Source: an optimization exercise on an open RTL-to-GDS flow (aim: small area). Production flows keep margins and buffers that such runs may drop. No functional check of the RTL was part of any run shown here.

==> flow/design.v (outline; a module is shown in full before it is edited, if it fits) <==
// module convolution: 5998 lines
// module FA: 4 lines
// module BSEL: 3 lines
// module BSEL0: 3 lines
// module HA: 4 lines
module convolution #(parameter BW1=16, BW2=16)
  (input iCLK, iRSTn, iWren,
   input signed [7:0] iX,
   input [7:0] iWeight,
   input [4:0] iADDR,
   output signed [BW2-1:0] oPsum);
  // ...
==> flow/flow/run.sh <==
#!/bin/bash
# The standard layout with two changes:
#  - after the standard synthesis, every combinational cell is swapped for the
#    smallest variant of its kind (same function and pins); the placement and
#    timing repairs later upsize what timing needs;
#  - clock tree synthesis adds no dummy loads and builds the tree from
#    clkbuf_8 cells over small sink clusters.
set -euo pipefail
export CTS_ARGS="-sink_clustering_enable -repair_clock_nets -dont_use_dummy_load -buf_list sky130_fd_sc_hd__clkbuf_8 -sink_clustering_size 14 -sink_clustering_max_diameter 60"
RES="$PWD/orfs/results/$FLOW_PLATFORM/convolution/base"
bash standard.sh synth > flow_synth.log 2>&1
cp "$RES/1_2_yosys.v" "$RES/1_2_yosys.std.v"
python3 flow/downsize.py "$FLOW_HOME/platforms/$FLOW_PLATFORM/lib/sky130_fd_sc_hd__tt_025C_1v80.lib" \
  "$RES/1_2_yosys.std.v" "$RES/1_2_yosys.v" > flow_downsize.log 2>&1
rm -f "$RES/1_synth.odb" "$RES/1_synth.sdc"
bash standard.sh > flow_standard.log 2>&1
==> flow/flow/downsize.py <==
#!/usr/bin/env python3
"""Rewrite a mapped sky130hd netlist so that every combinational cell uses the
smallest-area variant of its kind (same function and pins). Flip-flops, clock
cells and tie cells are left alone. Usage: downsize.py LIB IN.v OUT.v"""
import re, sys
lib, src, dst = sys.argv[1:4]
area, pins, cur = {}, {}, None
for l in open(lib):
    m = re.match(r'\s*cell\s*\(\s*"?(sky130_fd_sc_hd__\w+)"?\s*\)', l)
    if m:
        cur = m.group(1); pins[cur] = []
        continue
    m = re.match(r'\s*area\s*:\s*([\d.]+)', l)
    if m and cur and cur not in area:
        area[cur] = float(m.group(1))
    m = re.match(r'\s*pin\s*\(\s*"?(\w+)"?\s*\)', l)
    if m and cur:
        pins[cur].append(m.group(1))
skip = re.compile(r'__(df|edf|sdf|sedf|dl|clk|conb|tap|fill|decap|diode|probe|lpflow|ebuf|einv|macro|fa_|fah|ha_)')
best = {}
for c in area:
    m = re.match(r'(sky130_fd_sc_hd__\w+?)_(\d+)$', c)
    if not m or skip.search(c):
        continue
    base = m.group(1)
    if base not in best or area[c] < area[best[base]]:
        best[base] = c
t = open(src).read()
n = [0]
def rep(m):
    c = m.group(1)
    mm = re.match(r'(sky130_fd_sc_hd__\w+?)_(\d+)$', c)
    if mm and mm.group(1) in best and not skip.search(c):
        b = best[mm.group(1)]
        if b != c and sorted(pins[b]) == sorted(pins[c]):
            n[0] += 1
            return b + m.group(2)
    return m.group(0)
t = re.sub(r'^(\s*sky130_fd_sc_hd__\w+)(\s)', lambda m: rep(re.match(r'\s*(sky130_fd_sc_hd__\w+)(\s)', m.group(0))) if False else m.group(0), t, flags=re.M)
out = []
for line in t.split('\n'):
    m = re.match(r'^(\s*)(sky130_fd_sc_hd__\w+)(\s.*)$', line)
    if m:
        c = m.group(2)
        mm = re.match(r'(sky130_fd_sc_hd__\w+?)_(\d+)$', c)
        if mm and mm.group(1) in best and not skip.search(c):
            b = best[mm.group(1)]
            if b != c and sorted(pins[b]) == sorted(pins[c]):
                n[0] += 1
                line = m.group(1) + b + m.group(3)
    out.append(line)
open(dst, 'w').write('\n'.join(out))
print(f'downsized {n[0]} cells', file=sys.stderr)
==> flow/standard.sh <==
#!/bin/bash
# synth_recipe.tcl (not shown) runs the flow's synth.tcl, then flattens the netlist and writes it again
# the make line also repeats each setting of config.mk as NAME=value (left out here)
make -C /OpenROAD-flow-scripts/flow DESIGN_CONFIG=/design/flow/config.mk WORK_HOME=/design/flow/orfs CLKGATE_MAP_FILE= SYNTH_SCRIPT=/design/flow/synth_recipe.tcl "${@:-finish}"
==> flow/config.mk <==
export PLATFORM = sky130hd
export DESIGN_NAME = convolution
export DESIGN_NICKNAME = convolution
export VERILOG_FILES = /design/flow/design.v
export SDC_FILE = /design/flow/constraint.sdc
export NUM_CORES = 4
export LEC_CHECK = 0
export CAP_MARGIN = 20
export CORE_MARGIN = 2
export CORE_UTILIZATION = 40
export SLEW_MARGIN = 20
export SYNTH_HIERARCHICAL = 1
==> flow/constraint.sdc <==
create_clock -name core_clock -period 6.0 [get_ports {iCLK}]
set_input_delay 1.2000 -clock core_clock [delete_from_list [all_inputs] [get_ports {iCLK}]]
set_output_delay 1.2000 -clock core_clock [all_outputs]
set_load 0.01 [all_outputs]
==> metrics.md, run 1 <==
| Metric | Value |
|---|---|
| Status | `finished clean` |
| Met2 WL | `86.1 mm` |
| CP endpoint kind | `flip-flop` |
| Site Rows | `151` |
| Placed Area | `73900 sq um` |
| Clock latency (worst-skew pair) | `900 ps` |
| Clk buf depth | `3` |
| Die ar. | `175000 sq um` |
| Final nets | `6728` |
| Critical Path AT | `6530 ps` |
| Fin. Hold Viols | `0` |
| Final setup TNS | `0 ps` |
| Drt pass-1 iters | `8` |
| Worst R2R End | `CS5_10_0` |
| FF/Latch Area | `27400 sq um` |
| Clock sinks | `1321` |
| Core area | `170000 sq um` |
| Worst min-delay path startpoint | `P37[7]` |
| Flop2flop setup slack | `200 ps` |
| Total GRT Usage | `0.225` |
| Seq cells | `1321` |
| First-pass GRT wire length | `288 mm` |
| CLK BUF | `134` |
| Vias | `42240` |
| Vias/cell | `5.35` |
| Num tapcells | `2218` |
| Number of clock buffers inserted by TritonCTS | `134` |
| Share of cell area taken by multi-input logic gates | `0.535` |
| Initial antenna violation count | `15` |
| Final setup vio count | `0` |
| Critical Path Start | `W25[5]` |
| Area delta synth->final | `10.7%` |
| Hold buffers post-CTS | `0` |
| Max Cap Violations | `0` |
| Number of port buffers | `39` |
| CTS root buf | `clkbuf_8` |
| Ys Warns | `7` |
==> inputs of run 2 (changes only) <==
--- a/flow/config.mk
+++ b/flow/config.mk
@@ -10,2 +10,3 @@
 export CORE_UTILIZATION = 40
+export GPL_TIMING_DRIVEN = 0
 export SLEW_MARGIN = 20
==> run 2 against run 1 <==
Net effect: synthesized cell count is the same; final area shrank 0.53%; sequential cell count is the same; register-to-register slack lost 90 ps; clock skew grew 3.1 ps; via count shrank 0.67%; critical path depth grew 2; maximum frequency shrank 1.5%; still clean; core utilization shrank 0.24 points; global-route usage shrank 0.81 points.
==> metrics.md, run 2 <==
| Metric | Value |
|---|---|
| Max Clock Freq | `0.170 GHz` |
| Final nets | `6571 (-2.3%)` |
| Period utilization | `0.981` |
| Vias in the first global route | `42498` |
| # DRC | `0` |
| Leading cell type in the layout, fill and taps excluded | `dfxtp_1` |
| Worst R2R End | `CS4_10_0` |
| CTS root buf | `clkbuf_8` |
| Skew final | `94.7 ps` |
| Final HPWL DP | `146 mm` |
| Htree depth | `4` |
| Delay-heaviest family, CP | `adder cells` |
| Type of origin of the critical path | `flip-flop` |
| Number of port buffers | `36 (-7.7%)` |
| Final WS setup | `113 ps` |
| Final Instance Area | `75400 sq um` |
| Die width | `418 um` |
| CP Class | `reg -> reg` |
| Die ar. | `175000 sq um (unchanged)` |
| Fillers | `15442` |
| Ys Warns | `7 (unchanged)` |
| Critical path peak fanout | `8` |
| Total GRT Usage | `0.217 (-0.00815)` |
| Slew @ Worst Pin | `1180 ps` |
| Final setup TNS | `0 ps (unchanged)` |
| Most frequent CP cell | `fa_1` |
| Most frequent cells in the layout | `1121 x dfxtp_1, 969 x xor2_1, 957 x fa_1` |
| Core area | `170000 sq um (unchanged)` |
| Fraction of layout cells with a size suffix above 1 | `0.0828` |
| Stages on the worst setup path | `14` |
| Post-Syn Area per Cell | `13.1 sq um` |
| Avg WL per Cell | `24.2 um` |
| Vias | `41956 (-0.67%)` |
| R2R depth | `14` |
| Grt total ovfl | `0` |
| Worst path bufs/invs | `1` |
| Tmin final | `5890 ps` |
| Critical Path Max Stage Delay | `570 ps` |
| Worst Hold Class | `in -> async` |
| # IOs | `40` |
| CTS tree | `done` |
| FF/Latch Area | `27600 sq um (+0.67%)` |
| Mapped cell area | `68500 sq um` |
| Vias/cell | `5.42 (+1.4%)` |
| Final setup vio count | `0 (unchanged)` |
| Post-DRT Antenna Nets | `0` |
| Clk buf depth | `3 (unchanged)` |
| Slew headroom | `0.207` |
| Flop2flop setup slack | `110 ps (-90 ps)` |
| RR Startpoint | `W16[3]` |
| Site Rows | `151 (unchanged)` |
| WL final | `188 mm` |
| Die H | `418 um` |
| Critical Path RT | `6740 ps` |
| Cell count after synthesis | `5217` |
| Initial antenna violation count | `21 (+6)` |
| Critical Path AT | `6630 ps (+100 ps)` |
| Cell Chain, Critical Path | `clkinvlp_4, or3_1, o21ai_4, a22oi_1, xor2_1, fa_2, fa_1, fa_1, fa_2, fa_1, fa_1, fa_1, fa_1, fa_1` |
| Slew Viols, Final | `0` |
| Hold buffers post-CTS | `0 (unchanged)` |
| First-pass GRT wire length | `281 mm (-2.2%)` |
| Max Cap Violations | `0 (unchanged)` |
| CP endpoint kind | `flip-flop` |
| Fin. Hold Viols | `0 (unchanged)` |
| Number of clock buffers inserted by TritonCTS | `135 (+0.75%)` |
| Setup WS pre-CTS | `-1180 ps` |
| Area delta synth->final | `10.1%` |
| Slowest CP cell | `fa_2` |
| Worst-path clk slew | `90 ps` |
| Iter 0 DRT Violations | `3787` |
| Clock latency (worst-skew pair) | `880 ps (-20 ps)` |
| Status | `finished clean` |
| Starting Density | `0.403` |
| Final RePlAce weighted congestion | `0.940` |
| Clock sinks | `1321 (unchanged)` |
| Placed Area | `72100 sq um (-2.5%)` |
| Pin count of the biggest net entering global routing | `91` |
| Area of the multi-input gates | `41000 sq um` |
| Drt pass-1 iters | `6 (-2)` |
[run 2: cell types whose count changed in the layout (fill, tap and decap cells not counted), sizes merged]
cell / previous run / this run
clkinv: 1 / 0
clkbuf: 134 / 178
diode: 9 / 8
clkdlybuf4s50: 32 / 35
buf: 317 / 113
clkinvlp: 0 / 1
[run 2: layout make-up]
type,instances,share of cell area
Sequential cell,1321,0.366
Inverter,122,0.00615
Clock buffer,135,0.0246
Multi-Input combinational cell,3748,0.544
Tap cell,2218,0.0368
Antenna cell,8,0.000265
Timing Repair Buffer,144,0.0192
Buffer,47,0.00269
[run 2: how the worst max path moves through the flow]
stage,startpoint,end,slack (ps)
after floorplan,W12[5],CS3_10_0,260
after global placement,iRSTn,CS2_10_0,-12770
after detailed placement,iRSTn,CS2_10_0,-1180
after CTS,W11[7],CS3_10_0,2
after global routing,CS1_0_0,CS2_10_0,-4
final,W16[3],CS4_10_0,110
[run 2: through the flow]
stage	std cells	utilization	hold slack [ps]
final	7743	0.444	267
after global routing	7741	0.444	244
after CTS	7642	0.437	207
after detailed placement	7507	0.425	312
after global placement	7494	0.422	310
after floorplan	5240	-	310
[run 2: routing by layer]
metal,part of all wire,track usage,wire [um]
met1,0.46,0.324,85600
met2,0.45,0.326,84000
met3,0.068,0.0326,12700
met4,0.028,0.0625,5280
met5,0,0,0
[run 2: repair_timing]
| item | in CTS | in global routing |
|---|---|---|
| gates resized for setup | 126 | 159 |
| endpoints found under the setup margin | 21 | 36 |
| buffers inserted | 0 | 94 |
| pin swaps | 0 | 5 |

## re-timing with driven ports
In the flow no input, the clock included, has a driving cell. The finished layouts below were timed again as built, in two steps. Step 1: set_driving_cell puts a clkbuf_16 on iCLK and a buf_2 on each other input, an assumption about the parent block. Step 2 times the ports against the registers' clock, not the clock port: input delays grow and output delays shrink by t, the midpoint of the rising clock arrivals with the driver on. Three values: no drivers, after step 1, after step 2; two values: the first two.
run	t (ns)	setup WS [ns]	clock arrival spread, ns
run 1	0.925	0.202 / 0.202 / 0.202	0.102 / 0.102
run 2	0.916	0.113 / 0.113 / -0.418	0.109 / 0.108
Met with ideal ports but missed after step 2: setup timing in run 2. For run 2, which loses most, drivers alone change the setup slack by 0.000 ns; drivers and shift together by -0.531 ns.
